What follows belongs to an exercise in optimizing a design on an open flow for small area; a production flow would make more cautious choices.
Function was checked by simulation only, so behaviour that the tests miss may differ from the original.

<file path="flow/design.v">
module processing_element(activation, weight, out, clk, rst);
parameter NON_ZERO_WEIGHTS = 108,
          SPECIAL_CASE = 0,
          FRACTIONAL_BITS = 8,
          BIT_SIZE = 16;
output reg signed [BIT_SIZE-1:0] out;
input [BIT_SIZE-1:0] activation, weight;
input clk, rst;
reg [23:0] s_n;        
reg [15:0] d1, d2, d3, d4;   
reg [6:0] cnt;       
reg valid;           
wire load = (cnt == 0);
wire [23:0] nxt;
wire one1;
wire two2;
wire neg3;
wire none4;
wire ntwo5;
wire nx6;
wire nx7;
wire nx8;
wire nx9;
wire nx10;
wire nx11;
wire nx12;
wire nx13;
wire nx14;
wire nx15;
wire nx16;
wire nx17;
wire nx18;
wire nx19;
wire nx20;
wire nx21;
wire pp22;
wire pp23;
wire pp24;
wire pp25;
wire pp26;
wire pp27;
wire pp28;
wire pp29;
wire pp30;
wire pp31;
wire pp32;
wire pp33;
wire pp34;
wire pp35;
wire pp36;
wire pp37;
wire pp38;
wire one39;
wire two40;
wire neg41;
wire none42;
wire ntwo43;
wire nx44;
wire nx45;
wire nx46;
wire nx47;
wire nx48;
wire nx49;
wire nx50;
wire nx51;
wire nx52;
wire nx53;
wire nx54;
wire nx55;
wire nx56;
wire nx57;
wire nx58;
wire nx59;
wire pp60;
wire pp61;
wire pp62;
wire pp63;
wire pp64;
wire pp65;
wire pp66;
wire pp67;
wire pp68;
wire pp69;
wire pp70;
wire pp71;
wire pp72;
wire pp73;
wire pp74;
wire pp75;
wire pp76;
wire one77;
wire two78;
wire neg79;
wire none80;
wire ntwo81;
wire nx82;
wire nx83;
wire nx84;
wire nx85;
wire nx86;
wire nx87;
wire nx88;
wire nx89;
wire nx90;
wire nx91;
wire nx92;
wire nx93;
wire nx94;
wire nx95;
wire nx96;
wire nx97;
wire pp98;
wire pp99;
wire pp100;
wire pp101;
wire pp102;
wire pp103;
wire pp104;
wire pp105;
wire pp106;
wire pp107;
wire pp108;
wire pp109;
wire pp110;
wire pp111;
wire pp112;
wire pp113;
wire pp114;
wire one115;
wire two116;
wire neg117;
wire none118;
wire ntwo119;
wire nx120;
wire nx121;
wire nx122;
wire nx123;
wire nx124;
wire nx125;
wire nx126;
wire nx127;
wire nx128;
wire nx129;
wire nx130;
wire nx131;
wire nx132;
wire nx133;
wire nx134;
wire nx135;
wire pp136;
wire pp137;
wire pp138;
wire pp139;
wire pp140;
wire pp141;
wire pp142;
wire pp143;
wire pp144;
wire pp145;
wire pp146;
wire pp147;
wire pp148;
wire pp149;
wire pp150;
wire pp151;
wire pp152;
wire one153;
wire two154;
wire neg155;
wire none156;
wire ntwo157;
wire nx158;
wire nx159;
wire nx160;
wire nx161;
wire nx162;
wire nx163;
wire nx164;
wire nx165;
wire nx166;
wire nx167;
wire nx168;
wire nx169;
wire nx170;
wire nx171;
wire nx172;
wire nx173;
wire pp174;
wire pp175;
wire pp176;
wire pp177;
wire pp178;
wire pp179;
wire pp180;
wire pp181;
wire pp182;
wire pp183;
wire pp184;
wire pp185;
wire pp186;
wire pp187;
wire pp188;
wire pp189;
wire one190;
wire two191;
wire neg192;
wire none193;
wire ntwo194;
wire nx195;
wire nx196;
wire nx197;
wire nx198;
wire nx199;
wire nx200;
wire nx201;
wire nx202;
wire nx203;
wire nx204;
wire nx205;
wire nx206;
wire nx207;
wire nx208;
wire pp209;
wire pp210;
wire pp211;
wire pp212;
wire pp213;
wire pp214;
wire pp215;
wire pp216;
wire pp217;
wire pp218;
wire pp219;
wire pp220;
wire pp221;
wire pp222;
wire one223;
wire two224;
wire neg225;
wire none226;
wire ntwo227;
wire nx228;
wire nx229;
wire nx230;
wire nx231;
wire nx232;
wire nx233;
wire nx234;
wire nx235;
wire nx236;
wire nx237;
wire nx238;
wire nx239;
wire pp240;
wire pp241;
wire pp242;
wire pp243;
wire pp244;
wire pp245;
wire pp246;
wire pp247;
wire pp248;
wire pp249;
wire pp250;
wire pp251;
wire one252;
wire two253;
wire neg254;
wire none255;
wire ntwo256;
wire nx257;
wire nx258;
wire nx259;
wire nx260;
wire nx261;
wire nx262;
wire nx263;
wire nx264;
wire nx265;
wire nx266;
wire pp267;
wire pp268;
wire pp269;
wire pp270;
wire pp271;
wire pp272;
wire pp273;
wire pp274;
wire pp275;
wire pp276;
wire ac277;
wire ac278;
wire ac279;
wire ac280;
wire ac281;
wire ac282;
wire ac283;
wire ac284;
wire ac285;
wire ac286;
wire ac287;
wire ac288;
wire ac289;
wire ac290;
wire ac291;
wire ac292;
wire ac293;
wire ac294;
wire ac295;
wire ac296;
wire ac297;
wire ac298;
wire ac299;
wire ac300;
wire es301;
wire ec302;
wire es303;
wire ec304;
wire es305;
wire ec306;
wire es307;
wire fs308;
wire fc309;
wire fs310;
wire fc311;
wire fs312;
wire fc313;
wire fs314;
wire fc315;
wire fs316;
wire fc317;
wire fs318;
wire fc319;
wire fs320;
wire fc321;
wire fs322;
wire fc323;
wire fs324;
wire fc325;
wire fs326;
wire fc327;
wire fs328;
wire fc329;
wire hs330;
wire hc331;
wire fs332;
wire fc333;
wire fs334;
wire fc335;
wire fs336;
wire fc337;
wire fs338;
wire fc339;
wire fs340;
wire fc341;
wire fs342;
wire fc343;
wire fs344;
wire fc345;
wire fs346;
wire fc347;
wire fs348;
wire fc349;
wire fs350;
wire fc351;
wire fs352;
wire fc353;
wire fs354;
wire fc355;
wire fs356;
wire fc357;
wire fs358;
wire fc359;
wire fs360;
wire fc361;
wire fs362;
wire fc363;
wire fs364;
wire fc365;
wire hs366;
wire hc367;
wire fs368;
wire fc369;
wire fs370;
wire fc371;
wire fs372;
wire fc373;
wire fs374;
wire fc375;
wire fs376;
wire fc377;
wire fs378;
wire fs379;
wire fc380;
wire fs381;
wire fc382;
wire fs383;
wire fc384;
wire fs385;
wire fc386;
wire fs387;
wire fc388;
wire hs389;
wire hc390;
wire fs391;
wire fc392;
wire hs393;
wire hc394;
wire fs395;
wire fc396;
wire hs397;
wire hc398;
wire fs399;
wire fc400;
wire hs401;
wire hc402;
wire fs403;
wire fc404;
wire hs405;
wire hc406;
wire fs407;
wire fc408;
wire hs409;
wire hc410;
wire fs411;
wire fc412;
wire fs413;
wire fc414;
wire fs415;
wire fc416;
wire fs417;
wire fc418;
wire fs419;
wire fc420;
wire fs421;
wire fc422;
wire fs423;
wire fc424;
wire fs425;
wire fc426;
wire fs427;
wire fc428;
wire fs429;
wire fc430;
wire fs431;
wire fc432;
wire fs433;
wire fc434;
wire fs435;
wire fc436;
wire fs437;
wire fc438;
wire fs439;
wire fc440;
wire fs441;
wire fc442;
wire fs443;
wire fc444;
wire hs445;
wire hc446;
wire fs447;
wire fc448;
wire fs449;
wire fc450;
wire fs451;
wire hs452;
wire fs453;
wire fc454;
wire fs455;
wire fc456;
wire fs457;
wire fc458;
wire fs459;
wire fc460;
wire fs461;
wire fc462;
wire fs463;
wire fc464;
wire fs465;
wire fc466;
wire fs467;
wire fc468;
wire fs469;
wire fc470;
wire fs471;
wire fc472;
wire fs473;
wire fc474;
wire fs475;
wire fc476;
wire fs477;
wire fc478;
wire fs479;
wire fc480;
wire fs481;
wire fc482;
wire fs483;
wire fc484;
wire fs485;
wire fc486;
wire fs487;
wire fc488;
wire fs489;
wire fc490;
wire fs491;
wire fc492;
wire fs493;
wire fc494;
wire fs495;
wire fs496;
wire fc497;
wire hs498;
wire hc499;
wire hs500;
wire hc501;
wire hs502;
wire hc503;
wire hs504;
wire hc505;
wire hs506;
wire hc507;
wire hs508;
wire hc509;
wire fs510;
wire fc511;
wire fs512;
wire fc513;
wire fs514;
wire fc515;
wire fs516;
wire fc517;
wire fs518;
wire fc519;
wire fs520;
wire fc521;
wire fs522;
wire fc523;
wire fs524;
wire fc525;
wire fs526;
wire fc527;
wire fs528;
wire fc529;
wire fs530;
wire fc531;
wire fs532;
wire fc533;
wire fs534;
wire fc535;
wire fs536;
wire fc537;
wire fs538;
wire fc539;
wire fs540;
wire fc541;
wire fs542;
wire g543;
wire p544;
wire g545;
wire p546;
wire g547;
wire p548;
wire g549;
wire p550;
wire g551;
wire p552;
wire g553;
wire p554;
wire g555;
wire p556;
wire g557;
wire p558;
wire g559;
wire p560;
wire g561;
wire p562;
wire g563;
wire p564;
wire g565;
wire p566;
wire g567;
wire p568;
wire g569;
wire p570;
wire g571;
wire p572;
wire g573;
wire p574;
wire g575;
wire p576;
wire g577;
wire p578;
wire g579;
wire p580;
wire g581;
wire p582;
wire g583;
wire p584;
wire g585;
wire p586;
wire g587;
wire p588;
wire g589;
wire p590;
wire G591;
wire P592;
wire G593;
wire P594;
wire G595;
wire P596;
wire G597;
wire P598;
wire G599;
wire P600;
wire G601;
wire P602;
wire G603;
wire P604;
wire G605;
wire P606;
wire G607;
wire P608;
wire G609;
wire P610;
wire G611;
wire P612;
wire G613;
wire P614;
wire G615;
wire P616;
wire G617;
wire P618;
wire G619;
wire P620;
wire G621;
wire P622;
wire G623;
wire P624;
wire G625;
wire P626;
wire G627;
wire P628;
wire G629;
wire P630;
wire G631;
wire P632;
wire G633;
wire P634;
wire G635;
wire P636;
wire G637;
wire P638;
wire G639;
wire P640;
wire G641;
wire P642;
wire G643;
wire P644;
wire G645;
wire P646;
wire G647;
wire P648;
wire G649;
wire P650;
wire G651;
wire P652;
wire G653;
wire P654;
wire G655;
wire P656;
wire G657;
wire P658;
wire G659;
wire P660;
wire G661;
wire P662;
wire G663;
wire P664;
wire G665;
wire P666;
wire G667;
wire P668;
wire G669;
wire P670;
wire G671;
wire P672;
wire G673;
wire P674;
wire G675;
wire P676;
wire G677;
wire P678;
wire G679;
wire P680;
wire G681;
wire P682;
wire G683;
wire P684;
wire G685;
wire P686;
wire G687;
wire P688;
wire G689;
wire P690;
wire G691;
wire P692;
wire G693;
wire P694;
assign one1 = weight[0] ^ 1'b0;
assign two2 = (weight[1] & ~weight[0] & ~1'b0) | (~weight[1] & weight[0] & 1'b0);
assign neg3 = weight[1] & ~(weight[0] & 1'b0);
assign none4 = ~one1;
assign ntwo5 = ~two2;
assign nx6 = ~(activation[0] ^ neg3);
assign nx7 = ~(activation[1] ^ neg3);
assign nx8 = ~(activation[2] ^ neg3);
assign nx9 = ~(activation[3] ^ neg3);
assign nx10 = ~(activation[4] ^ neg3);
assign nx11 = ~(activation[5] ^ neg3);
assign nx12 = ~(activation[6] ^ neg3);
assign nx13 = ~(activation[7] ^ neg3);
assign nx14 = ~(activation[8] ^ neg3);
assign nx15 = ~(activation[9] ^ neg3);
assign nx16 = ~(activation[10] ^ neg3);
assign nx17 = ~(activation[11] ^ neg3);
assign nx18 = ~(activation[12] ^ neg3);
assign nx19 = ~(activation[13] ^ neg3);
assign nx20 = ~(activation[14] ^ neg3);
assign nx21 = ~(activation[15] ^ neg3);
assign pp22 = ((one1 & ~nx6) | (two2 & neg3));
pe_o22ai u_sel1 (.a(none4), .b(nx7), .c(ntwo5), .d(nx6), .y(pp23));
pe_o22ai u_sel2 (.a(none4), .b(nx8), .c(ntwo5), .d(nx7), .y(pp24));
pe_o22ai u_sel3 (.a(none4), .b(nx9), .c(ntwo5), .d(nx8), .y(pp25));
pe_o22ai u_sel4 (.a(none4), .b(nx10), .c(ntwo5), .d(nx9), .y(pp26));
pe_o22ai u_sel5 (.a(none4), .b(nx11), .c(ntwo5), .d(nx10), .y(pp27));
pe_o22ai u_sel6 (.a(none4), .b(nx12), .c(ntwo5), .d(nx11), .y(pp28));
pe_o22ai u_sel7 (.a(none4), .b(nx13), .c(ntwo5), .d(nx12), .y(pp29));
pe_o22ai u_sel8 (.a(none4), .b(nx14), .c(ntwo5), .d(nx13), .y(pp30));
pe_o22ai u_sel9 (.a(none4), .b(nx15), .c(ntwo5), .d(nx14), .y(pp31));
pe_o22ai u_sel10 (.a(none4), .b(nx16), .c(ntwo5), .d(nx15), .y(pp32));
pe_o22ai u_sel11 (.a(none4), .b(nx17), .c(ntwo5), .d(nx16), .y(pp33));
pe_o22ai u_sel12 (.a(none4), .b(nx18), .c(ntwo5), .d(nx17), .y(pp34));
pe_o22ai u_sel13 (.a(none4), .b(nx19), .c(ntwo5), .d(nx18), .y(pp35));
pe_o22ai u_sel14 (.a(none4), .b(nx20), .c(ntwo5), .d(nx19), .y(pp36));
pe_o22ai u_sel15 (.a(none4), .b(nx21), .c(ntwo5), .d(nx20), .y(pp37));
pe_o22a u_sel16 (.a(none4), .b(nx21), .c(ntwo5), .d(nx21), .y(pp38));
assign one39 = weight[2] ^ weight[1];
assign two40 = (weight[3] & ~weight[2] & ~weight[1]) | (~weight[3] & weight[2] & weight[1]);
assign neg41 = weight[3] & ~(weight[2] & weight[1]);
assign none42 = ~one39;
assign ntwo43 = ~two40;
assign nx44 = ~(activation[0] ^ neg41);
assign nx45 = ~(activation[1] ^ neg41);
assign nx46 = ~(activation[2] ^ neg41);
assign nx47 = ~(activation[3] ^ neg41);
assign nx48 = ~(activation[4] ^ neg41);
assign nx49 = ~(activation[5] ^ neg41);
assign nx50 = ~(activation[6] ^ neg41);
assign nx51 = ~(activation[7] ^ neg41);
assign nx52 = ~(activation[8] ^ neg41);
assign nx53 = ~(activation[9] ^ neg41);
assign nx54 = ~(activation[10] ^ neg41);
assign nx55 = ~(activation[11] ^ neg41);
assign nx56 = ~(activation[12] ^ neg41);
assign nx57 = ~(activation[13] ^ neg41);
assign nx58 = ~(activation[14] ^ neg41);
assign nx59 = ~(activation[15] ^ neg41);
assign pp60 = ((one39 & ~nx44) | (two40 & neg41));
pe_o22ai u_sel17 (.a(none42), .b(nx45), .c(ntwo43), .d(nx44), .y(pp61));
pe_o22ai u_sel18 (.a(none42), .b(nx46), .c(ntwo43), .d(nx45), .y(pp62));
pe_o22ai u_sel19 (.a(none42), .b(nx47), .c(ntwo43), .d(nx46), .y(pp63));
pe_o22ai u_sel20 (.a(none42), .b(nx48), .c(ntwo43), .d(nx47), .y(pp64));
pe_o22ai u_sel21 (.a(none42), .b(nx49), .c(ntwo43), .d(nx48), .y(pp65));
pe_o22ai u_sel22 (.a(none42), .b(nx50), .c(ntwo43), .d(nx49), .y(pp66));
pe_o22ai u_sel23 (.a(none42), .b(nx51), .c(ntwo43), .d(nx50), .y(pp67));
pe_o22ai u_sel24 (.a(none42), .b(nx52), .c(ntwo43), .d(nx51), .y(pp68));
pe_o22ai u_sel25 (.a(none42), .b(nx53), .c(ntwo43), .d(nx52), .y(pp69));
pe_o22ai u_sel26 (.a(none42), .b(nx54), .c(ntwo43), .d(nx53), .y(pp70));
pe_o22ai u_sel27 (.a(none42), .b(nx55), .c(ntwo43), .d(nx54), .y(pp71));
pe_o22ai u_sel28 (.a(none42), .b(nx56), .c(ntwo43), .d(nx55), .y(pp72));
pe_o22ai u_sel29 (.a(none42), .b(nx57), .c(ntwo43), .d(nx56), .y(pp73));
pe_o22ai u_sel30 (.a(none42), .b(nx58), .c(ntwo43), .d(nx57), .y(pp74));
pe_o22ai u_sel31 (.a(none42), .b(nx59), .c(ntwo43), .d(nx58), .y(pp75));
pe_o22a u_sel32 (.a(none42), .b(nx59), .c(ntwo43), .d(nx59), .y(pp76));
assign one77 = weight[4] ^ weight[3];
assign two78 = (weight[5] & ~weight[4] & ~weight[3]) | (~weight[5] & weight[4] & weight[3]);
assign neg79 = weight[5] & ~(weight[4] & weight[3]);
assign none80 = ~one77;
assign ntwo81 = ~two78;
assign nx82 = ~(activation[0] ^ neg79);
assign nx83 = ~(activation[1] ^ neg79);
assign nx84 = ~(activation[2] ^ neg79);
assign nx85 = ~(activation[3] ^ neg79);
assign nx86 = ~(activation[4] ^ neg79);
assign nx87 = ~(activation[5] ^ neg79);
assign nx88 = ~(activation[6] ^ neg79);
assign nx89 = ~(activation[7] ^ neg79);
assign nx90 = ~(activation[8] ^ neg79);
assign nx91 = ~(activation[9] ^ neg79);
assign nx92 = ~(activation[10] ^ neg79);
assign nx93 = ~(activation[11] ^ neg79);
assign nx94 = ~(activation[12] ^ neg79);
assign nx95 = ~(activation[13] ^ neg79);
assign nx96 = ~(activation[14] ^ neg79);
assign nx97 = ~(activation[15] ^ neg79);
assign pp98 = ((one77 & ~nx82) | (two78 & neg79));
pe_o22ai u_sel33 (.a(none80), .b(nx83), .c(ntwo81), .d(nx82), .y(pp99));
pe_o22ai u_sel34 (.a(none80), .b(nx84), .c(ntwo81), .d(nx83), .y(pp100));
pe_o22ai u_sel35 (.a(none80), .b(nx85), .c(ntwo81), .d(nx84), .y(pp101));
pe_o22ai u_sel36 (.a(none80), .b(nx86), .c(ntwo81), .d(nx85), .y(pp102));
pe_o22ai u_sel37 (.a(none80), .b(nx87), .c(ntwo81), .d(nx86), .y(pp103));
pe_o22ai u_sel38 (.a(none80), .b(nx88), .c(ntwo81), .d(nx87), .y(pp104));
pe_o22ai u_sel39 (.a(none80), .b(nx89), .c(ntwo81), .d(nx88), .y(pp105));
pe_o22ai u_sel40 (.a(none80), .b(nx90), .c(ntwo81), .d(nx89), .y(pp106));
pe_o22ai u_sel41 (.a(none80), .b(nx91), .c(ntwo81), .d(nx90), .y(pp107));
pe_o22ai u_sel42 (.a(none80), .b(nx92), .c(ntwo81), .d(nx91), .y(pp108));
pe_o22ai u_sel43 (.a(none80), .b(nx93), .c(ntwo81), .d(nx92), .y(pp109));
pe_o22ai u_sel44 (.a(none80), .b(nx94), .c(ntwo81), .d(nx93), .y(pp110));
pe_o22ai u_sel45 (.a(none80), .b(nx95), .c(ntwo81), .d(nx94), .y(pp111));
pe_o22ai u_sel46 (.a(none80), .b(nx96), .c(ntwo81), .d(nx95), .y(pp112));
pe_o22ai u_sel47 (.a(none80), .b(nx97), .c(ntwo81), .d(nx96), .y(pp113));
pe_o22a u_sel48 (.a(none80), .b(nx97), .c(ntwo81), .d(nx97), .y(pp114));
assign one115 = weight[6] ^ weight[5];
assign two116 = (weight[7] & ~weight[6] & ~weight[5]) | (~weight[7] & weight[6] & weight[5]);
assign neg117 = weight[7] & ~(weight[6] & weight[5]);
assign none118 = ~one115;
assign ntwo119 = ~two116;
assign nx120 = ~(activation[0] ^ neg117);
assign nx121 = ~(activation[1] ^ neg117);
assign nx122 = ~(activation[2] ^ neg117);
assign nx123 = ~(activation[3] ^ neg117);
assign nx124 = ~(activation[4] ^ neg117);
assign nx125 = ~(activation[5] ^ neg117);
assign nx126 = ~(activation[6] ^ neg117);
assign nx127 = ~(activation[7] ^ neg117);
assign nx128 = ~(activation[8] ^ neg117);
assign nx129 = ~(activation[9] ^ neg117);
assign nx130 = ~(activation[10] ^ neg117);
assign nx131 = ~(activation[11] ^ neg117);
assign nx132 = ~(activation[12] ^ neg117);
assign nx133 = ~(activation[13] ^ neg117);
assign nx134 = ~(activation[14] ^ neg117);
assign nx135 = ~(activation[15] ^ neg117);
assign pp136 = ((one115 & ~nx120) | (two116 & neg117));
pe_o22ai u_sel49 (.a(none118), .b(nx121), .c(ntwo119), .d(nx120), .y(pp137));
pe_o22ai u_sel50 (.a(none118), .b(nx122), .c(ntwo119), .d(nx121), .y(pp138));
pe_o22ai u_sel51 (.a(none118), .b(nx123), .c(ntwo119), .d(nx122), .y(pp139));
pe_o22ai u_sel52 (.a(none118), .b(nx124), .c(ntwo119), .d(nx123), .y(pp140));
pe_o22ai u_sel53 (.a(none118), .b(nx125), .c(ntwo119), .d(nx124), .y(pp141));
pe_o22ai u_sel54 (.a(none118), .b(nx126), .c(ntwo119), .d(nx125), .y(pp142));
pe_o22ai u_sel55 (.a(none118), .b(nx127), .c(ntwo119), .d(nx126), .y(pp143));
pe_o22ai u_sel56 (.a(none118), .b(nx128), .c(ntwo119), .d(nx127), .y(pp144));
pe_o22ai u_sel57 (.a(none118), .b(nx129), .c(ntwo119), .d(nx128), .y(pp145));
pe_o22ai u_sel58 (.a(none118), .b(nx130), .c(ntwo119), .d(nx129), .y(pp146));
pe_o22ai u_sel59 (.a(none118), .b(nx131), .c(ntwo119), .d(nx130), .y(pp147));
pe_o22ai u_sel60 (.a(none118), .b(nx132), .c(ntwo119), .d(nx131), .y(pp148));
pe_o22ai u_sel61 (.a(none118), .b(nx133), .c(ntwo119), .d(nx132), .y(pp149));
pe_o22ai u_sel62 (.a(none118), .b(nx134), .c(ntwo119), .d(nx133), .y(pp150));
pe_o22ai u_sel63 (.a(none118), .b(nx135), .c(ntwo119), .d(nx134), .y(pp151));
pe_o22a u_sel64 (.a(none118), .b(nx135), .c(ntwo119), .d(nx135), .y(pp152));
assign one153 = weight[8] ^ weight[7];
assign two154 = (weight[9] & ~weight[8] & ~weight[7]) | (~weight[9] & weight[8] & weight[7]);
assign neg155 = weight[9] & ~(weight[8] & weight[7]);
assign none156 = ~one153;
assign ntwo157 = ~two154;
assign nx158 = ~(activation[0] ^ neg155);
assign nx159 = ~(activation[1] ^ neg155);
assign nx160 = ~(activation[2] ^ neg155);
assign nx161 = ~(activation[3] ^ neg155);
assign nx162 = ~(activation[4] ^ neg155);
assign nx163 = ~(activation[5] ^ neg155);
assign nx164 = ~(activation[6] ^ neg155);
assign nx165 = ~(activation[7] ^ neg155);
assign nx166 = ~(activation[8] ^ neg155);
assign nx167 = ~(activation[9] ^ neg155);
assign nx168 = ~(activation[10] ^ neg155);
assign nx169 = ~(activation[11] ^ neg155);
assign nx170 = ~(activation[12] ^ neg155);
assign nx171 = ~(activation[13] ^ neg155);
assign nx172 = ~(activation[14] ^ neg155);
assign nx173 = ~(activation[15] ^ neg155);
assign pp174 = ((one153 & ~nx158) | (two154 & neg155));
pe_o22ai u_sel65 (.a(none156), .b(nx159), .c(ntwo157), .d(nx158), .y(pp175));
pe_o22ai u_sel66 (.a(none156), .b(nx160), .c(ntwo157), .d(nx159), .y(pp176));
pe_o22ai u_sel67 (.a(none156), .b(nx161), .c(ntwo157), .d(nx160), .y(pp177));
pe_o22ai u_sel68 (.a(none156), .b(nx162), .c(ntwo157), .d(nx161), .y(pp178));
pe_o22ai u_sel69 (.a(none156), .b(nx163), .c(ntwo157), .d(nx162), .y(pp179));
pe_o22ai u_sel70 (.a(none156), .b(nx164), .c(ntwo157), .d(nx163), .y(pp180));
pe_o22ai u_sel71 (.a(none156), .b(nx165), .c(ntwo157), .d(nx164), .y(pp181));
pe_o22ai u_sel72 (.a(none156), .b(nx166), .c(ntwo157), .d(nx165), .y(pp182));
pe_o22ai u_sel73 (.a(none156), .b(nx167), .c(ntwo157), .d(nx166), .y(pp183));
pe_o22ai u_sel74 (.a(none156), .b(nx168), .c(ntwo157), .d(nx167), .y(pp184));
pe_o22ai u_sel75 (.a(none156), .b(nx169), .c(ntwo157), .d(nx168), .y(pp185));
pe_o22ai u_sel76 (.a(none156), .b(nx170), .c(ntwo157), .d(nx169), .y(pp186));
pe_o22ai u_sel77 (.a(none156), .b(nx171), .c(ntwo157), .d(nx170), .y(pp187));
pe_o22ai u_sel78 (.a(none156), .b(nx172), .c(ntwo157), .d(nx171), .y(pp188));
pe_o22ai u_sel79 (.a(none156), .b(nx173), .c(ntwo157), .d(nx172), .y(pp189));
assign one190 = weight[10] ^ weight[9];
assign two191 = (weight[11] & ~weight[10] & ~weight[9]) | (~weight[11] & weight[10] & weight[9]);
assign neg192 = weight[11] & ~(weight[10] & weight[9]);
assign none193 = ~one190;
assign ntwo194 = ~two191;
assign nx195 = ~(activation[0] ^ neg192);
assign nx196 = ~(activation[1] ^ neg192);
assign nx197 = ~(activation[2] ^ neg192);
assign nx198 = ~(activation[3] ^ neg192);
assign nx199 = ~(activation[4] ^ neg192);
assign nx200 = ~(activation[5] ^ neg192);
assign nx201 = ~(activation[6] ^ neg192);
assign nx202 = ~(activation[7] ^ neg192);
assign nx203 = ~(activation[8] ^ neg192);
assign nx204 = ~(activation[9] ^ neg192);
assign nx205 = ~(activation[10] ^ neg192);
assign nx206 = ~(activation[11] ^ neg192);
assign nx207 = ~(activation[12] ^ neg192);
assign nx208 = ~(activation[13] ^ neg192);
assign pp209 = ((one190 & ~nx195) | (two191 & neg192));
pe_o22ai u_sel80 (.a(none193), .b(nx196), .c(ntwo194), .d(nx195), .y(pp210));
pe_o22ai u_sel81 (.a(none193), .b(nx197), .c(ntwo194), .d(nx196), .y(pp211));
pe_o22ai u_sel82 (.a(none193), .b(nx198), .c(ntwo194), .d(nx197), .y(pp212));
pe_o22ai u_sel83 (.a(none193), .b(nx199), .c(ntwo194), .d(nx198), .y(pp213));
pe_o22ai u_sel84 (.a(none193), .b(nx200), .c(ntwo194), .d(nx199), .y(pp214));
pe_o22ai u_sel85 (.a(none193), .b(nx201), .c(ntwo194), .d(nx200), .y(pp215));
pe_o22ai u_sel86 (.a(none193), .b(nx202), .c(ntwo194), .d(nx201), .y(pp216));
pe_o22ai u_sel87 (.a(none193), .b(nx203), .c(ntwo194), .d(nx202), .y(pp217));
pe_o22ai u_sel88 (.a(none193), .b(nx204), .c(ntwo194), .d(nx203), .y(pp218));
pe_o22ai u_sel89 (.a(none193), .b(nx205), .c(ntwo194), .d(nx204), .y(pp219));
pe_o22ai u_sel90 (.a(none193), .b(nx206), .c(ntwo194), .d(nx205), .y(pp220));
pe_o22ai u_sel91 (.a(none193), .b(nx207), .c(ntwo194), .d(nx206), .y(pp221));
pe_o22ai u_sel92 (.a(none193), .b(nx208), .c(ntwo194), .d(nx207), .y(pp222));
assign one223 = weight[12] ^ weight[11];
assign two224 = (weight[13] & ~weight[12] & ~weight[11]) | (~weight[13] & weight[12] & weight[11]);
assign neg225 = weight[13] & ~(weight[12] & weight[11]);
assign none226 = ~one223;
assign ntwo227 = ~two224;
assign nx228 = ~(activation[0] ^ neg225);
assign nx229 = ~(activation[1] ^ neg225);
assign nx230 = ~(activation[2] ^ neg225);
assign nx231 = ~(activation[3] ^ neg225);
assign nx232 = ~(activation[4] ^ neg225);
assign nx233 = ~(activation[5] ^ neg225);
assign nx234 = ~(activation[6] ^ neg225);
assign nx235 = ~(activation[7] ^ neg225);
assign nx236 = ~(activation[8] ^ neg225);
assign nx237 = ~(activation[9] ^ neg225);
assign nx238 = ~(activation[10] ^ neg225);
assign nx239 = ~(activation[11] ^ neg225);
assign pp240 = ((one223 & ~nx228) | (two224 & neg225));
pe_o22ai u_sel93 (.a(none226), .b(nx229), .c(ntwo227), .d(nx228), .y(pp241));
pe_o22ai u_sel94 (.a(none226), .b(nx230), .c(ntwo227), .d(nx229), .y(pp242));
pe_o22ai u_sel95 (.a(none226), .b(nx231), .c(ntwo227), .d(nx230), .y(pp243));
pe_o22ai u_sel96 (.a(none226), .b(nx232), .c(ntwo227), .d(nx231), .y(pp244));
pe_o22ai u_sel97 (.a(none226), .b(nx233), .c(ntwo227), .d(nx232), .y(pp245));
pe_o22ai u_sel98 (.a(none226), .b(nx234), .c(ntwo227), .d(nx233), .y(pp246));
pe_o22ai u_sel99 (.a(none226), .b(nx235), .c(ntwo227), .d(nx234), .y(pp247));
pe_o22ai u_sel100 (.a(none226), .b(nx236), .c(ntwo227), .d(nx235), .y(pp248));
pe_o22ai u_sel101 (.a(none226), .b(nx237), .c(ntwo227), .d(nx236), .y(pp249));
pe_o22ai u_sel102 (.a(none226), .b(nx238), .c(ntwo227), .d(nx237), .y(pp250));
pe_o22ai u_sel103 (.a(none226), .b(nx239), .c(ntwo227), .d(nx238), .y(pp251));
assign one252 = weight[14] ^ weight[13];
assign two253 = (weight[15] & ~weight[14] & ~weight[13]) | (~weight[15] & weight[14] & weight[13]);
assign neg254 = weight[15] & ~(weight[14] & weight[13]);
assign none255 = ~one252;
assign ntwo256 = ~two253;
assign nx257 = ~(activation[0] ^ neg254);
assign nx258 = ~(activation[1] ^ neg254);
assign nx259 = ~(activation[2] ^ neg254);
assign nx260 = ~(activation[3] ^ neg254);
assign nx261 = ~(activation[4] ^ neg254);
assign nx262 = ~(activation[5] ^ neg254);
assign nx263 = ~(activation[6] ^ neg254);
assign nx264 = ~(activation[7] ^ neg254);
assign nx265 = ~(activation[8] ^ neg254);
assign nx266 = ~(activation[9] ^ neg254);
assign pp267 = ((one252 & ~nx257) | (two253 & neg254));
pe_o22ai u_sel104 (.a(none255), .b(nx258), .c(ntwo256), .d(nx257), .y(pp268));
pe_o22ai u_sel105 (.a(none255), .b(nx259), .c(ntwo256), .d(nx258), .y(pp269));
pe_o22ai u_sel106 (.a(none255), .b(nx260), .c(ntwo256), .d(nx259), .y(pp270));
pe_o22ai u_sel107 (.a(none255), .b(nx261), .c(ntwo256), .d(nx260), .y(pp271));
pe_o22ai u_sel108 (.a(none255), .b(nx262), .c(ntwo256), .d(nx261), .y(pp272));
pe_o22ai u_sel109 (.a(none255), .b(nx263), .c(ntwo256), .d(nx262), .y(pp273));
pe_o22ai u_sel110 (.a(none255), .b(nx264), .c(ntwo256), .d(nx263), .y(pp274));
pe_o22ai u_sel111 (.a(none255), .b(nx265), .c(ntwo256), .d(nx264), .y(pp275));
pe_o22ai u_sel112 (.a(none255), .b(nx266), .c(ntwo256), .d(nx265), .y(pp276));
assign ac277 = ~(s_n[0] | load);
assign ac278 = ~(s_n[1] | load);
assign ac279 = ~(s_n[2] | load);
assign ac280 = ~(s_n[3] | load);
assign ac281 = ~(s_n[4] | load);
assign ac282 = ~(s_n[5] | load);
assign ac283 = ~(s_n[6] | load);
assign ac284 = ~(s_n[7] | load);
assign ac285 = ~(s_n[8] | load);
assign ac286 = ~(s_n[9] | load);
assign ac287 = ~(s_n[10] | load);
assign ac288 = ~(s_n[11] | load);
assign ac289 = ~(s_n[12] | load);
assign ac290 = ~(s_n[13] | load);
assign ac291 = ~(s_n[14] | load);
assign ac292 = ~(s_n[15] | load);
assign ac293 = ~(s_n[16] | load);
assign ac294 = ~(s_n[17] | load);
assign ac295 = ~(s_n[18] | load);
assign ac296 = ~(s_n[19] | load);
assign ac297 = ~(s_n[20] | load);
assign ac298 = ~(s_n[21] | load);
assign ac299 = ~(s_n[22] | load);
assign ac300 = ~(s_n[23] | load);
pe_ha u_ha113 (.a(ac291), .b(neg254), .s(es301), .co(ec302));
pe_ha u_ha114 (.a(ac292), .b(ec302), .s(es303), .co(ec304));
assign es305 = ~(ac293 ^ ec304);
assign ec306 = ac293 | ec304;
assign es307 = ~ac294;
pe_fa u_fa115 (.a(ac285), .b(neg155), .c(pp30), .s(fs308), .co(fc309));
pe_fa u_fa116 (.a(ac286), .b(pp31), .c(pp67), .s(fs310), .co(fc311));
pe_fa u_fa117 (.a(ac287), .b(neg192), .c(pp32), .s(fs312), .co(fc313));
pe_fa u_fa118 (.a(pp68), .b(pp104), .c(pp140), .s(fs314), .co(fc315));
pe_fa u_fa119 (.a(ac288), .b(pp33), .c(pp69), .s(fs316), .co(fc317));
pe_fa u_fa120 (.a(pp105), .b(pp141), .c(pp177), .s(fs318), .co(fc319));
pe_fa u_fa121 (.a(ac289), .b(neg225), .c(pp34), .s(fs320), .co(fc321));
pe_fa u_fa122 (.a(pp70), .b(pp106), .c(pp142), .s(fs322), .co(fc323));
pe_fa u_fa123 (.a(pp178), .b(pp211), .c(pp240), .s(fs324), .co(fc325));
pe_fa u_fa124 (.a(ac290), .b(pp35), .c(pp71), .s(fs326), .co(fc327));
pe_fa u_fa125 (.a(pp107), .b(pp143), .c(pp179), .s(fs328), .co(fc329));
pe_ha u_ha126 (.a(pp212), .b(pp241), .s(hs330), .co(hc331));
pe_fa u_fa127 (.a(es301), .b(pp36), .c(pp72), .s(fs332), .co(fc333));
pe_fa u_fa128 (.a(pp108), .b(pp144), .c(pp180), .s(fs334), .co(fc335));
pe_fa u_fa129 (.a(pp213), .b(pp242), .c(pp267), .s(fs336), .co(fc337));
pe_fa u_fa130 (.a(es303), .b(pp37), .c(pp73), .s(fs338), .co(fc339));
pe_fa u_fa131 (.a(pp109), .b(pp145), .c(pp181), .s(fs340), .co(fc341));
pe_fa u_fa132 (.a(pp214), .b(pp243), .c(pp268), .s(fs342), .co(fc343));
pe_fa u_fa133 (.a(pp38), .b(pp74), .c(pp110), .s(fs344), .co(fc345));
pe_fa u_fa134 (.a(pp146), .b(pp182), .c(pp215), .s(fs346), .co(fc347));
pe_fa u_fa135 (.a(pp244), .b(pp269), .c(es305), .s(fs348), .co(fc349));
pe_fa u_fa136 (.a(es307), .b(pp75), .c(pp111), .s(fs350), .co(fc351));
pe_fa u_fa137 (.a(pp147), .b(pp183), .c(pp216), .s(fs352), .co(fc353));
pe_fa u_fa138 (.a(pp245), .b(pp270), .c(ec306), .s(fs354), .co(fc355));
pe_fa u_fa139 (.a(ac295), .b(ac294), .c(pp76), .s(fs356), .co(fc357));
pe_fa u_fa140 (.a(pp112), .b(pp148), .c(pp184), .s(fs358), .co(fc359));
pe_fa u_fa141 (.a(pp217), .b(pp246), .c(pp271), .s(fs360), .co(fc361));
pe_fa u_fa142 (.a(1'b1), .b(ac296), .c(pp113), .s(fs362), .co(fc363));
pe_fa u_fa143 (.a(pp149), .b(pp185), .c(pp218), .s(fs364), .co(fc365));
pe_ha u_ha144 (.a(pp247), .b(pp272), .s(hs366), .co(hc367));
pe_fa u_fa145 (.a(ac297), .b(pp114), .c(pp150), .s(fs368), .co(fc369));
pe_fa u_fa146 (.a(pp186), .b(pp219), .c(pp248), .s(fs370), .co(fc371));
pe_fa u_fa147 (.a(1'b1), .b(ac298), .c(pp151), .s(fs372), .co(fc373));
pe_fa u_fa148 (.a(pp187), .b(pp220), .c(pp249), .s(fs374), .co(fc375));
pe_fa u_fa149 (.a(ac299), .b(pp152), .c(pp188), .s(fs376), .co(fc377));
assign fs378 = 1'b1 ^ ac300 ^ pp189;
pe_fa u_fa150 (.a(ac281), .b(neg79), .c(pp26), .s(fs379), .co(fc380));
pe_fa u_fa151 (.a(ac282), .b(pp27), .c(pp63), .s(fs381), .co(fc382));
pe_fa u_fa152 (.a(ac283), .b(neg117), .c(pp28), .s(fs383), .co(fc384));
pe_fa u_fa153 (.a(pp64), .b(pp100), .c(pp136), .s(fs385), .co(fc386));
pe_fa u_fa154 (.a(ac284), .b(pp29), .c(pp65), .s(fs387), .co(fc388));
pe_ha u_ha155 (.a(pp101), .b(pp137), .s(hs389), .co(hc390));
pe_fa u_fa156 (.a(pp66), .b(pp102), .c(pp138), .s(fs391), .co(fc392));
pe_ha u_ha157 (.a(pp174), .b(fs308), .s(hs393), .co(hc394));
pe_fa u_fa158 (.a(pp103), .b(pp139), .c(pp175), .s(fs395), .co(fc396));
pe_ha u_ha159 (.a(fc309), .b(fs310), .s(hs397), .co(hc398));
pe_fa u_fa160 (.a(pp176), .b(pp209), .c(fc311), .s(fs399), .co(fc400));
pe_ha u_ha161 (.a(fs312), .b(fs314), .s(hs401), .co(hc402));
pe_fa u_fa162 (.a(pp210), .b(fc313), .c(fc315), .s(fs403), .co(fc404));
pe_ha u_ha163 (.a(fs316), .b(fs318), .s(hs405), .co(hc406));
pe_fa u_fa164 (.a(fc317), .b(fc319), .c(fs320), .s(fs407), .co(fc408));
pe_ha u_ha165 (.a(fs322), .b(fs324), .s(hs409), .co(hc410));
pe_fa u_fa166 (.a(hs330), .b(fc321), .c(fc323), .s(fs411), .co(fc412));
pe_fa u_fa167 (.a(fc325), .b(fs326), .c(fs328), .s(fs413), .co(fc414));
pe_fa u_fa168 (.a(hc331), .b(fc327), .c(fc329), .s(fs415), .co(fc416));
pe_fa u_fa169 (.a(fs332), .b(fs334), .c(fs336), .s(fs417), .co(fc418));
pe_fa u_fa170 (.a(fc333), .b(fc335), .c(fc337), .s(fs419), .co(fc420));
pe_fa u_fa171 (.a(fs338), .b(fs340), .c(fs342), .s(fs421), .co(fc422));
pe_fa u_fa172 (.a(fc339), .b(fc341), .c(fc343), .s(fs423), .co(fc424));
pe_fa u_fa173 (.a(fs344), .b(fs346), .c(fs348), .s(fs425), .co(fc426));
pe_fa u_fa174 (.a(fc345), .b(fc347), .c(fs350), .s(fs427), .co(fc428));
pe_fa u_fa175 (.a(fs352), .b(fc349), .c(fs354), .s(fs429), .co(fc430));
pe_fa u_fa176 (.a(fc351), .b(fc353), .c(fs356), .s(fs431), .co(fc432));
pe_fa u_fa177 (.a(fs358), .b(fs360), .c(fc355), .s(fs433), .co(fc434));
pe_fa u_fa178 (.a(hs366), .b(fc357), .c(fc359), .s(fs435), .co(fc436));
pe_fa u_fa179 (.a(fc361), .b(fs362), .c(fs364), .s(fs437), .co(fc438));
pe_fa u_fa180 (.a(pp273), .b(hc367), .c(fc363), .s(fs439), .co(fc440));
pe_fa u_fa181 (.a(fc365), .b(fs368), .c(fs370), .s(fs441), .co(fc442));
pe_fa u_fa182 (.a(pp274), .b(fc369), .c(fc371), .s(fs443), .co(fc444));
pe_ha u_ha183 (.a(fs372), .b(fs374), .s(hs445), .co(hc446));
pe_fa u_fa184 (.a(pp221), .b(pp250), .c(pp275), .s(fs447), .co(fc448));
pe_fa u_fa185 (.a(fc373), .b(fc375), .c(fs376), .s(fs449), .co(fc450));
assign fs451 = pp222 ^ pp251 ^ pp276;
assign hs452 = fc377 ^ fs378;
pe_fa u_fa186 (.a(ac279), .b(neg41), .c(pp24), .s(fs453), .co(fc454));
pe_fa u_fa187 (.a(ac280), .b(pp25), .c(pp61), .s(fs455), .co(fc456));
pe_fa u_fa188 (.a(pp62), .b(pp98), .c(fs379), .s(fs457), .co(fc458));
pe_fa u_fa189 (.a(pp99), .b(fc380), .c(fs381), .s(fs459), .co(fc460));
pe_fa u_fa190 (.a(fc382), .b(fs383), .c(fs385), .s(fs461), .co(fc462));
pe_fa u_fa191 (.a(hs389), .b(fc384), .c(fc386), .s(fs463), .co(fc464));
pe_fa u_fa192 (.a(hc390), .b(fc388), .c(fs391), .s(fs465), .co(fc466));
pe_fa u_fa193 (.a(fc392), .b(fs395), .c(hc394), .s(fs467), .co(fc468));
pe_fa u_fa194 (.a(fc396), .b(hc398), .c(hs401), .s(fs469), .co(fc470));
pe_fa u_fa195 (.a(hc402), .b(hs405), .c(fc400), .s(fs471), .co(fc472));
pe_fa u_fa196 (.a(hc406), .b(hs409), .c(fc404), .s(fs473), .co(fc474));
pe_fa u_fa197 (.a(hc410), .b(fc408), .c(fs411), .s(fs475), .co(fc476));
pe_fa u_fa198 (.a(fc412), .b(fc414), .c(fs415), .s(fs477), .co(fc478));
pe_fa u_fa199 (.a(fc416), .b(fc418), .c(fs419), .s(fs479), .co(fc480));
pe_fa u_fa200 (.a(fc420), .b(fc422), .c(fs423), .s(fs481), .co(fc482));
pe_fa u_fa201 (.a(fc424), .b(fs427), .c(fc426), .s(fs483), .co(fc484));
pe_fa u_fa202 (.a(fc428), .b(fs431), .c(fc430), .s(fs485), .co(fc486));
pe_fa u_fa203 (.a(fc432), .b(fs435), .c(fc434), .s(fs487), .co(fc488));
pe_fa u_fa204 (.a(fc436), .b(fc438), .c(fs439), .s(fs489), .co(fc490));
pe_fa u_fa205 (.a(hs445), .b(fc440), .c(fc442), .s(fs491), .co(fc492));
pe_fa u_fa206 (.a(fs447), .b(hc446), .c(fc444), .s(fs493), .co(fc494));
assign fs495 = fc448 ^ fs451 ^ hs452;
pe_fa u_fa207 (.a(ac277), .b(neg3), .c(pp22), .s(fs496), .co(fc497));
pe_ha u_ha208 (.a(ac278), .b(pp23), .s(hs498), .co(hc499));
pe_ha u_ha209 (.a(pp60), .b(fs453), .s(hs500), .co(hc501));
pe_ha u_ha210 (.a(fc454), .b(fs455), .s(hs502), .co(hc503));
pe_ha u_ha211 (.a(fc456), .b(fs457), .s(hs504), .co(hc505));
pe_ha u_ha212 (.a(fc458), .b(fs459), .s(hs506), .co(hc507));
pe_ha u_ha213 (.a(fc460), .b(fs461), .s(hs508), .co(hc509));
pe_fa u_fa214 (.a(fs387), .b(fc462), .c(fs463), .s(fs510), .co(fc511));
pe_fa u_fa215 (.a(hs393), .b(fc464), .c(fs465), .s(fs512), .co(fc513));
pe_fa u_fa216 (.a(hs397), .b(fc466), .c(fs467), .s(fs514), .co(fc515));
pe_fa u_fa217 (.a(fs399), .b(fc468), .c(fs469), .s(fs516), .co(fc517));
pe_fa u_fa218 (.a(fs403), .b(fc470), .c(fs471), .s(fs518), .co(fc519));
pe_fa u_fa219 (.a(fs407), .b(fc472), .c(fs473), .s(fs520), .co(fc521));
pe_fa u_fa220 (.a(fs413), .b(fc474), .c(fs475), .s(fs522), .co(fc523));
pe_fa u_fa221 (.a(fs417), .b(fc476), .c(fs477), .s(fs524), .co(fc525));
pe_fa u_fa222 (.a(fs421), .b(fc478), .c(fs479), .s(fs526), .co(fc527));
pe_fa u_fa223 (.a(fs425), .b(fc480), .c(fs481), .s(fs528), .co(fc529));
pe_fa u_fa224 (.a(fs429), .b(fc482), .c(fs483), .s(fs530), .co(fc531));
pe_fa u_fa225 (.a(fs433), .b(fc484), .c(fs485), .s(fs532), .co(fc533));
pe_fa u_fa226 (.a(fs437), .b(fc486), .c(fs487), .s(fs534), .co(fc535));
pe_fa u_fa227 (.a(fs441), .b(fc488), .c(fs489), .s(fs536), .co(fc537));
pe_fa u_fa228 (.a(fs443), .b(fc490), .c(fs491), .s(fs538), .co(fc539));
pe_fa u_fa229 (.a(fs449), .b(fc492), .c(fs493), .s(fs540), .co(fc541));
assign fs542 = fc450 ^ fc494 ^ fs495;
assign g543 = fs496 & 1'b0;
assign p544 = fs496 ^ 1'b0;
assign g545 = fc497 & hs498;
assign p546 = fc497 ^ hs498;
assign g547 = hc499 & hs500;
assign p548 = hc499 ^ hs500;
assign g549 = hc501 & hs502;
assign p550 = hc501 ^ hs502;
assign g551 = hc503 & hs504;
assign p552 = hc503 ^ hs504;
assign g553 = hc505 & hs506;
assign p554 = hc505 ^ hs506;
assign g555 = hc507 & hs508;
assign p556 = hc507 ^ hs508;
assign g557 = hc509 & fs510;
assign p558 = hc509 ^ fs510;
assign g559 = fc511 & fs512;
assign p560 = fc511 ^ fs512;
assign g561 = fc513 & fs514;
assign p562 = fc513 ^ fs514;
assign g563 = fc515 & fs516;
assign p564 = fc515 ^ fs516;
assign g565 = fc517 & fs518;
assign p566 = fc517 ^ fs518;
assign g567 = fc519 & fs520;
assign p568 = fc519 ^ fs520;
assign g569 = fc521 & fs522;
assign p570 = fc521 ^ fs522;
assign g571 = fc523 & fs524;
assign p572 = fc523 ^ fs524;
assign g573 = fc525 & fs526;
assign p574 = fc525 ^ fs526;
assign g575 = fc527 & fs528;
assign p576 = fc527 ^ fs528;
assign g577 = fc529 & fs530;
assign p578 = fc529 ^ fs530;
assign g579 = fc531 & fs532;
assign p580 = fc531 ^ fs532;
assign g581 = fc533 & fs534;
assign p582 = fc533 ^ fs534;
assign g583 = fc535 & fs536;
assign p584 = fc535 ^ fs536;
assign g585 = fc537 & fs538;
assign p586 = fc537 ^ fs538;
assign g587 = fc539 & fs540;
assign p588 = fc539 ^ fs540;
assign g589 = fc541 & fs542;
assign p590 = fc541 ^ fs542;
assign G591 = g545 | (p546 & g543);
assign P592 = p546 & p544;
assign G593 = g549 | (p550 & g547);
assign P594 = p550 & p548;
assign G595 = g553 | (p554 & g551);
assign P596 = p554 & p552;
assign G597 = g557 | (p558 & g555);
assign P598 = p558 & p556;
assign G599 = g561 | (p562 & g559);
assign P600 = p562 & p560;
assign G601 = g565 | (p566 & g563);
assign P602 = p566 & p564;
assign G603 = g569 | (p570 & g567);
assign P604 = p570 & p568;
assign G605 = g573 | (p574 & g571);
assign P606 = p574 & p572;
assign G607 = g577 | (p578 & g575);
assign P608 = p578 & p576;
assign G609 = g581 | (p582 & g579);
assign P610 = p582 & p580;
assign G611 = g585 | (p586 & g583);
assign P612 = p586 & p584;
assign G613 = g589 | (p590 & g587);
assign P614 = p590 & p588;
assign G615 = g547 | (p548 & G591);
assign P616 = p548 & P592;
assign G617 = G593 | (P594 & G591);
assign P618 = P594 & P592;
assign G619 = g555 | (p556 & G595);
assign P620 = p556 & P596;
assign G621 = G597 | (P598 & G595);
assign P622 = P598 & P596;
assign G623 = g563 | (p564 & G599);
assign P624 = p564 & P600;
assign G625 = G601 | (P602 & G599);
assign P626 = P602 & P600;
assign G627 = g571 | (p572 & G603);
assign P628 = p572 & P604;
assign G629 = G605 | (P606 & G603);
assign P630 = P606 & P604;
assign G631 = g579 | (p580 & G607);
assign P632 = p580 & P608;
assign G633 = G609 | (P610 & G607);
assign P634 = P610 & P608;
assign G635 = g587 | (p588 & G611);
assign P636 = p588 & P612;
assign G637 = G613 | (P614 & G611);
assign P638 = P614 & P612;
assign G639 = g551 | (p552 & G617);
assign P640 = p552 & P618;
assign G641 = G595 | (P596 & G617);
assign P642 = P596 & P618;
assign G643 = G619 | (P620 & G617);
assign P644 = P620 & P618;
assign G645 = G621 | (P622 & G617);
assign P646 = P622 & P618;
assign G647 = g567 | (p568 & G625);
assign P648 = p568 & P626;
assign G649 = G603 | (P604 & G625);
assign P650 = P604 & P626;
assign G651 = G627 | (P628 & G625);
assign P652 = P628 & P626;
assign G653 = G629 | (P630 & G625);
assign P654 = P630 & P626;
assign G655 = g583 | (p584 & G633);
assign P656 = p584 & P634;
assign G657 = G611 | (P612 & G633);
assign P658 = P612 & P634;
assign G659 = G635 | (P636 & G633);
assign P660 = P636 & P634;
assign G661 = G637 | (P638 & G633);
assign P662 = P638 & P634;
assign G663 = g559 | (p560 & G645);
assign P664 = p560 & P646;
assign G665 = G599 | (P600 & G645);
assign P666 = P600 & P646;
assign G667 = G623 | (P624 & G645);
assign P668 = P624 & P646;
assign G669 = G625 | (P626 & G645);
assign P670 = P626 & P646;
assign G671 = G647 | (P648 & G645);
assign P672 = P648 & P646;
assign G673 = G649 | (P650 & G645);
assign P674 = P650 & P646;
assign G675 = G651 | (P652 & G645);
assign P676 = P652 & P646;
assign G677 = G653 | (P654 & G645);
assign P678 = P654 & P646;
assign G679 = g575 | (p576 & G677);
assign P680 = p576 & P678;
assign G681 = G607 | (P608 & G677);
assign P682 = P608 & P678;
assign G683 = G631 | (P632 & G677);
assign P684 = P632 & P678;
assign G685 = G633 | (P634 & G677);
assign P686 = P634 & P678;
assign G687 = G655 | (P656 & G677);
assign P688 = P656 & P678;
assign G689 = G657 | (P658 & G677);
assign P690 = P658 & P678;
assign G691 = G659 | (P660 & G677);
assign P692 = P660 & P678;
assign G693 = G661 | (P662 & G677);
assign P694 = P662 & P678;
assign nxt[0] = p544;
assign nxt[1] = (p546 ^ g543);
assign nxt[2] = (p548 ^ G591);
assign nxt[3] = (p550 ^ G615);
assign nxt[4] = (p552 ^ G617);
assign nxt[5] = (p554 ^ G639);
assign nxt[6] = (p556 ^ G641);
assign nxt[7] = (p558 ^ G643);
assign nxt[8] = (p560 ^ G645);
assign nxt[9] = (p562 ^ G663);
assign nxt[10] = (p564 ^ G665);
assign nxt[11] = (p566 ^ G667);
assign nxt[12] = (p568 ^ G669);
assign nxt[13] = (p570 ^ G671);
assign nxt[14] = (p572 ^ G673);
assign nxt[15] = (p574 ^ G675);
assign nxt[16] = (p576 ^ G677);
assign nxt[17] = (p578 ^ G679);
assign nxt[18] = (p580 ^ G681);
assign nxt[19] = (p582 ^ G683);
assign nxt[20] = (p584 ^ G685);
assign nxt[21] = (p586 ^ G687);
assign nxt[22] = (p588 ^ G689);
assign nxt[23] = (p590 ^ G691);
always @(posedge clk) begin
  s_n <= ~nxt;
  d1 <= s_n[FRACTIONAL_BITS+15:FRACTIONAL_BITS];
  d2 <= d1;
  d3 <= d2;
  d4 <= d3;
  if (!rst) begin
    cnt <= 0;
    valid <= 1'b0;
    out <= 0;
  end else begin
    cnt <= (cnt == NON_ZERO_WEIGHTS - 1) ? 7'd0 : cnt + 7'd1;
    valid <= valid | (cnt == 4);
    out <= valid ? ~d4 : 16'd0;
  end
end
endmodule
module pe_fa(a, b, c, s, co);
input a, b, c;
output s, co;
assign s = a ^ b ^ c;
assign co = (a & b) | (a & c) | (b & c);
endmodule
module pe_o22ai(a, b, c, d, y);
input a, b, c, d;
output y;
assign y = ~((a | b) & (c | d));
endmodule
module pe_o22a(a, b, c, d, y);
input a, b, c, d;
output y;
assign y = (a | b) & (c | d);
endmodule
module pe_ha(a, b, s, co);
input a, b;
output s, co;
assign s = a ^ b;
assign co = a & b;
endmodule
</file>
<file path="flow/standard.sh">
#!/bin/bash
# synth_recipe.tcl (not shown) runs the flow's synth.tcl, then flattens the netlist and writes it again
# the make line also repeats each setting of config.mk as NAME=value (left out here)
make -C /OpenROAD-flow-scripts/flow DESIGN_CONFIG=/design/flow/config.mk WORK_HOME=/design/flow/orfs CLKGATE_MAP_FILE= SYNTH_SCRIPT=/design/flow/synth_recipe.tcl "${@:-finish}"
</file>
<file path="flow/config.mk">
export PLATFORM = sky130hd
export DESIGN_NAME = processing_element
export DESIGN_NICKNAME = processing_element
export VERILOG_FILES = /design/flow/design.v
export SDC_FILE = /design/flow/constraint.sdc
export NUM_CORES = 4
export LEC_CHECK = 0
export CAP_MARGIN = 0
export CORE_MARGIN = 2
export CORE_UTILIZATION = 55
export CTS_BUF_LIST = sky130_fd_sc_hd__clkbuf_8
export GPL_TIMING_DRIVEN = 0
export SLEW_MARGIN = 0
export SYNTH_HIERARCHICAL = 1
</file>
<file path="flow/flow/run.sh">
#!/bin/bash
# Standard layout; ports buffered with a small buffer, synthesis buffers removed before placement.
set -euo pipefail
export BUFFER_PORTS_ARGS="-buffer_cell sky130_fd_sc_hd__buf_1"
export REMOVE_ABC_BUFFERS=1
export RECOVER_POWER=100
export CTS_ARGS="-sink_clustering_enable -repair_clock_nets -buf_list sky130_fd_sc_hd__clkbuf_8 -dont_use_dummy_load"
bash standard.sh > standard_flow.log 2>&1
</file>
<file path="flow/constraint.sdc">
create_clock -name core_clock -period 6.5 [get_ports {clk}]
set_input_delay 1.3000 -clock core_clock [delete_from_list [all_inputs] [get_ports {clk}]]
set_output_delay 1.3000 -clock core_clock [all_outputs]
set_load 0.01 [all_outputs]
</file>
==> results of run 1 <==
-- layer usage --
layer,vias up,routed length (µm),track usage [%]
met5,-,0,0
met4,0,136,5.29
met3,12,949,3.64
met2,164,7620,35.1
met1,2788,8300,33.5
li1,2686,-,-
-- final cells by class --
| type | count | area share (%) |
|---|---|---|
| Inverter | 35 | 1.53 |
| Tap cell | 184 | 2.68 |
| Multi-Input combinational cell | 578 | 65.1 |
| Sequential cell | 112 | 26.1 |
| Timing Repair Buffer | 55 | 3.20 |
| Clock buffer | 9 | 1.44 |
-- modules after synthesis, one instance, submodules excluded --
module / cell area, µm² / cells / copies in the design
pe_o22ai: 6.26 / 1 / 108
pe_ha: 12.5 / 1 / 17
pe_o22a: 8.76 / 1 / 4
processing_element: 5120 / 524 / 1
pe_fa: 20.0 / 1 / 100
-- synth_stat cells, types with 2 or more instances --
| master | n |
|---|---|
| xnor2_1 | 136 |
| nor2_1 | 61 |
| a21o_1 | 5 |
| o21ai_0 | 10 |
| or2_2 | 3 |
| a21o_2 | 2 |
| o22ai_1 | 108 |
| nor2b_1 | 11 |
| buf_2 | 5 |
| and3_1 | 4 |
| nand2_1 | 11 |
| nand3_1 | 4 |
| inv_1 | 35 |
| buf_1 | 10 |
| a31oi_1 | 4 |
| o32ai_1 | 7 |
| a21oi_1 | 15 |
| dfxtp_1 | 112 |
| nor3_1 | 11 |
| ha_1 | 49 |
| xor2_1 | 9 |
| clkbuf_1 | 14 |
| nand2b_1 | 2 |
| fa_1 | 104 |
| o22a_1 | 4 |
-- worst max-delay path by stage --
stage	to	startpoint	slack, ns	cells after the start
floorplan	s_n[16]$_DFF_P_	weight[1]	0.13	16
global placement	s_n[22]$_DFF_P_	weight[1]	-1.24	16
detailed placement	s_n[22]$_DFF_P_	weight[1]	-1.03	15
CTS	s_n[22]$_DFF_P_	weight[11]	0.06	16
global route	s_n[16]$_DFF_P_	weight[9]	0.01	17
finish	s_n[16]$_DFF_P_	weight[9]	0.27	17
-- cells by family (layout without fill, tap and decap cells) --
kind of cell	Yosys count	in the layout	synth area share, %
adders and majority gates	153	153	33.5
xor gates and xnor gates	145	145	15.8
buffers and inverters	64	99	3.06
other	1	2	0.0466
AOI/OAI and AO/OA	167	167	13.5
DFF	112	112	27.9
and+or+nand+nor	111	111	6.21
-- sequential cells by signal (all words and copies together), names as in the netlist --
register	cells
s_n	24
d4	16
d1	16
d2	16
valid	1
out	16
cnt	7
d3	16
-- through the flow --
stage / setup TNS, ns / hold WS (ns)
global route: 0 / 0.295
global placement: -13.32 / 0.310
CTS: 0 / 0.291
detailed placement: -9.90 / 0.312
floorplan: 0 / 0.310
finish: 0 / 0.290
-- timing repair --
item | CTS | global route
hold endpoints to repair | 0 | 0
endpoints found under the setup margin | 11 | 7
pin swaps | 0 | 0
resized for setup | 3 | 5
hold buffers | 0 | 0
==> impl_metrics.csv, run 1 <==
group,metric,value,unit
place,dp_hpwl,14.0,mm
sta,max_slew.worst_pin.slew,1.33,ns
sta,fmax,0.161,GHz
clock_network,cts_made_buffers,9,
final_layout,final_util,59.6,%
critical_path,crit_slowest_cell,"a21oi_1",
logic_synthesis,synth.area.top_cells,"dfxtp_1, fa_1, xnor2_1, o22ai_1, ha_1",
logic_synthesis,syn_avg_cell_area,10.7,µm²
drt,postRouteAntennaNets,0,
floorplan,die_area,15600,µm²
floorplan,start_util,55.8,%
logic_synthesis,synth_area_leader_cell,"dfxtp_1",
place,pre_cts_ws,-1.03,ns
grt,gr-usage-all-layers,22.5,%
logic_synthesis,syn_inst,753,
critical_path,path_cells,"buf_1 -> inv_1 -> nor3_1 -> a21oi_1 -> o22ai_1 -> fa_1 -> ha_1 -> fa_1 -> fa_1 -> ha_1 -> o21ai_0 -> nor2_1 -> a311o_2 -> nand2_1 -> nand2_1 -> a21oi_1 -> fa_1",
floorplan,die_h,125,µm
clock_network,clk_latency,0.37,ns
grt,grt-ovfl-total,0,
floorplan,rows,44,
sta,setup_viol,0,
clock_network,cts_tree,"yes",
final_layout,drive_gt1_share,4.44,%
logic_synthesis,ys.flop_type,"dfxtp_1",
clock_network,clockBufferDepth,2,
final_layout,num_antenna_cells,0,
critical_path,rrSetupSlack,0.98,ns
status,run_status,"timing/DRC/antenna clean",
critical_path,cpMostUsedCell,"fa_1",
final_layout,final_cell_count_no_fill,973,
sta,maxSlewViolCount,0,
place,io_buffer_count,49,
floorplan,coreArea,14400,µm²
drt,num_vias,5650,
logic_synthesis,ys_ff_latch,112,
logic_synthesis,yosysTopAreaCellShare,27.9,%
critical_path,cp_max_fo,16,
drt,viasPerCell,5.81,
critical_path,crit_required,6.73,ns
clock_network,cts_max_level,3,
critical_path,r2r-start,"cnt[3]$_SDFF_PP0_",
sta,hold_viol_final,0,
critical_path,worstSetupPathType,"in -> reg",
final_layout,final_cell_mix,"xnor2_1, dfxtp_1, o22ai_1, fa_1, nor2_1",
logic_synthesis,ys_seq_area_share,27.9,%
hold_path,worstHoldStart,"d3[15]$_DFF_P_",
final_layout,register_area,2240,µm²
critical_path,crit_family,"adder cells",
logic_synthesis,async_reset_ff_share,0,%
sta,slew_headroom,11.5,%
final_layout,final_nets,978,
critical_path,arrival,6.46,ns
critical_path,r2r-end,"s_n[22]$_DFF_P_",
drt,drtPass1Iterations,5,
critical_path,crit_buf_inv,2,
critical_path,worstRegToRegCells,21,
drt,remaining_drc_errors,0,
grt,grt_pass1_vias,5595,
logic_synthesis,ys_types,42,
place,post_dp_cell_area,8450,µm²
clock_network,clk_pin_slew,0.11,ns
critical_path,cp_slowest_stage_delay,1.00,ns
final_layout,multi_input_area,5590,µm²
hold_path,hold_end,"d4[15]$_DFF_P_",
logic_synthesis,synth_edf_count,0,
drt,wl_per_cell,17.5,µm
grt,antenna_found_initial,0,
clock_network,cts_setup_buffers,0,
drt,drt-total-wl,17.0,mm
place,gp_congestion,0.922,
floorplan,io_pins,50,
logic_synthesis,synthesis.area,8040,µm²
hold_path,hp-class,"reg -> reg",
grt,grt_start_max_net_pins,23,
clock_network,clockRootBuffer,"clkbuf_8",
run,maxCapViolCount,0,
final_layout,areaGrowthSynthToFinish,6.86,%
drt,first_iter_violations,334,
sta,period_minus_slack,6.23,ns
final_layout,fillers,1281,
hold_path,worstHoldPathCells,0,
final_layout,fin_area,8600,µm²
sta,fin_crit_sh,95.8,%
grt,grt_pass1_wl,28.3,mm
critical_path,crit_path_end_kind,"register",
clock_network,clock_sinks,112,
sta,fin_ws,0.274,ns
place,placed_cells,964,
critical_path,worstSetupStartpointType,"input pin",
floorplan,die_w,125,µm
sta,skew,0.0329,ns
sta,rsz0062_at_grt,"no",
final_layout,final_common_cell,"xnor2_1",
logic_synthesis,ys_warn_count,7,
==> run 2, diff against run 1 <==
--- a/flow/config.mk
+++ b/flow/config.mk
@@ -8,7 +8,8 @@
 export CAP_MARGIN = 0
 export CORE_MARGIN = 2
-export CORE_UTILIZATION = 55
+export CORE_UTILIZATION = 40
 export CTS_BUF_LIST = sky130_fd_sc_hd__clkbuf_8
 export GPL_TIMING_DRIVEN = 0
+export PLACE_DENSITY = 0.7
 export SLEW_MARGIN = 0
 export SYNTH_HIERARCHICAL = 1
==> run 2 against run 1 <==
Non-clock buffer count is 1 higher. Flip-flop and latch count stayed put. Count of clock-buffer cells in the layout is the same. Clock skew is 0.0089 ns lower. Die area increased by 36%. Critical path type unchanged. Highest routed layer unchanged.
==> impl_metrics.csv, run 2 <==
group,metric,value,unit
status,run_status,"timing/DRC/antenna clean",
drt,num_vias,5492,
grt,grt-ovfl-total,0,
critical_path,worstSetupPathType,"in -> reg",
logic_synthesis,ys_ff_latch,112,
hold_path,worstHoldPathCells,0,
sta,maxSlewViolCount,0,
logic_synthesis,async_reset_ff_share,0,%
final_layout,fillers,1922,
drt,drtPass1Iterations,5,
final_layout,final_nets,979,
place,placed_cells,1045,
clock_network,cts_max_level,3,
clock_network,clockBufferDepth,2,
final_layout,num_antenna_cells,0,
critical_path,path_cells,"buf_2 -> ha_1 -> nor2_2 -> buf_8 -> xnor2_1 -> o22ai_1 -> fa_1 -> fa_1 -> fa_1 -> fa_1 -> ha_1 -> a21o_1 -> a21oi_1 -> o21ai_0 -> a41oi_1 -> o21ai_0 -> xnor2_1",
clock_network,clk_latency,0.38,ns
critical_path,arrival,6.39,ns
place,dp_hpwl,13.3,mm
critical_path,crit_buf_inv,2,
drt,highest_layer,"met4",
critical_path,crit_family,"adder cells",
logic_synthesis,ys_types,42,
clock_network,clk_pin_slew,0.10,ns
logic_synthesis,synthesis.area,8040,µm²
final_layout,final_cell_mix,"xnor2_1, dfxtp_1, o22ai_1, fa_1, nor2_1",
sta,setup_viol,0,
logic_synthesis,ys.flop_type,"dfxtp_1",
place,gp_congestion,0.919,
drt,dr_wl_met3,917,µm
logic_synthesis,yosysMostFrequentCell,"xnor2_1",
floorplan,rows,51,
clock_network,cts_made_buffers,9,
logic_synthesis,syn_inst,753,
grt,gr-usage-all-layers,16.1,%
clock_network,cts_tree,"yes",
drt,first_iter_violations,346,
critical_path,cp_slowest_stage_delay,0.51,ns
floorplan,die_area,21300,µm²
sta,slew_headroom,15.9,%
drt,wl_per_cell,15.4,µm
grt,grt_pass1_vias,5530,
drt,wl_met1,7.74,mm
clock_network,clockRootBuffer,"clkbuf_8",
hold_path,hold_end,"d4[11]$_DFF_P_",
logic_synthesis,ys_seq_area_share,27.9,%
final_layout,areaGrowthSynthToFinish,8.13,%
sta,period_minus_slack,6.12,ns
logic_synthesis,synth_edf_count,0,
sta,fmax,0.163,GHz
logic_synthesis,yosysTopAreaCellShare,27.9,%
hold_path,hp-class,"reg -> reg",
final_layout,final_common_cell,"xnor2_1",
run,maxCapViolCount,0,
final_layout,top_register,"s_n",
grt,grt_pass1_wl,27.9,mm
drt,viasPerCell,5.21,
logic_synthesis,synth_area_leader_cell,"dfxtp_1",
critical_path,rrSetupSlack,0.91,ns
sta,hold_viol_final,0,
logic_synthesis,ys_warn_count,7,
logic_synthesis,synthTopCellsByCount,"xnor2_1, dfxtp_1, o22ai_1",
logic_synthesis,synth.area.top_cells,"dfxtp_1, fa_1, xnor2_1, o22ai_1, ha_1",
floorplan,coreArea,19600,µm²
critical_path,r2r-start,"cnt[4]$_SDFF_PP0_",
drt,met2_length,7.37,mm
drt,postRouteAntennaNets,0,
drt,remaining_drc_errors,0,
-- run 2: layout make-up --
class,instances,area share [%]
multi-input combinational,578,64.2
tap,265,3.81
clock buffer,9,1.42
sequential,112,25.8
timing repair buffer,56,3.25
inverter,35,1.51
-- run 2: logic make-up after synthesis --
| logic type | synth area share, % |
|---|---|
| AO/OA/AOI/OAI | 13.5 |
| adder cells (fa/ha/maj) | 33.5 |
| XOR/XNOR | 15.8 |
| flip-flops | 27.9 |
| AND/OR/NAND/NOR | 6.21 |
| buffers and inverters | 3.06 |
| other | 0.0466 |
-- run 2: routing by layer --
layer  vias to the layer above  track usage (%)
met4                         0             5.15
met3                        15             3.29
met1                      2645             22.5
li1                       2676                -
met2                       156             25.1
met5                         -                0
-- run 2: how the worst max path moves through the flow --
stage / cells after the start / endpoint / slack [ns]
2_1_floorplan: 16 / s_n[16]$_DFF_P_ / 0.13
3_3_place_gp: 16 / s_n[23]$_DFF_P_ / -1.19
6_report: 17 / s_n[23]$_DFF_P_ / 0.38
3_5_place_dp: 15 / s_n[23]$_DFF_P_ / -0.86
4_1_cts: 17 / s_n[23]$_DFF_P_ / 0.16
5_1_grt: 16 / s_n[23]$_DFF_P_ / 0.06
-- run 2: per-stage QoR --
stage | setup slack [ns] | hold slack (ns) | util (%) | instance area [µm²]
floorplan | 0.135 | 0.310 | - | 7930
global placement | -1.19 | 0.311 | 43.1 | 8450
detailed placement | -0.861 | 0.312 | 43.7 | 8550
CTS | 0.163 | 0.309 | 44.4 | 8690
global route | 0.0637 | 0.320 | 44.4 | 8700
finish | 0.383 | 0.308 | 44.4 | 8700
-- run 2: Yosys stat by module, one instance, submodules excluded --
module | flip-flops and latches | times used
pe_o22ai | 0 | 108
pe_ha | 0 | 17
pe_o22a | 0 | 4
processing_element | 112 | 1
pe_fa | 0 | 100
-- run 2: repair_timing --
action	4_1_cts	5_1_grt
setup endpoints to repair	9	5
gates cloned	0	0
gates resized for setup	3	5
-- run 2: worst register-to-register path, cell delays in order (launching register included) --
cell,delay [ns]
dfxtp_1,0.36
nor4_1,0.37
nand2_1,0.11
nor2_2,0.38
buf_8,0.22
nor2_1,0.06
ha_1,0.19
ha_1,0.17
inv_1,0.06
ha_1,0.22
inv_1,0.08
fa_1,0.43
fa_1,0.40
fa_1,0.51
fa_1,0.41
ha_1,0.34
and4_1,0.23
nand2_1,0.08
o21ai_0,0.09
a41oi_1,0.39
o21ai_0,0.23
xnor2_1,0.16

-- static timing again, ports no longer ideal --
Ports are ideal in the flow. The routed layouts listed here were re-timed in OpenROAD. Step 1 assumes that a clkbuf_16 drives the clock port and a buf_2 every other input. Step 2 also shifts input and output timing later by t, the mid clock arrival at the registers, as if the neighbouring blocks saw the same clock. a / b / c = no drivers / after step 1 / after step 2; a / b = the first two.
| run | t, ns | slack for setup (ns) | hold slack, ns | cell pins on the clock port's net |
|---|---|---|---|---|
| run 1 | 0.397 | 0.274 / 0.295 / -0.102 | 0.290 / 0.290 / 0.290 | 1 |
| run 2 | 0.403 | 0.383 / 0.401 / -0.002 | 0.308 / 0.308 / 0.308 | 1 |
Met with ideal ports but missed after step 2: setup timing in run 1 and run 2. The setup slack of run 2, which loses most, moves by +0.018 ns with the drivers and by -0.385 ns with both steps.
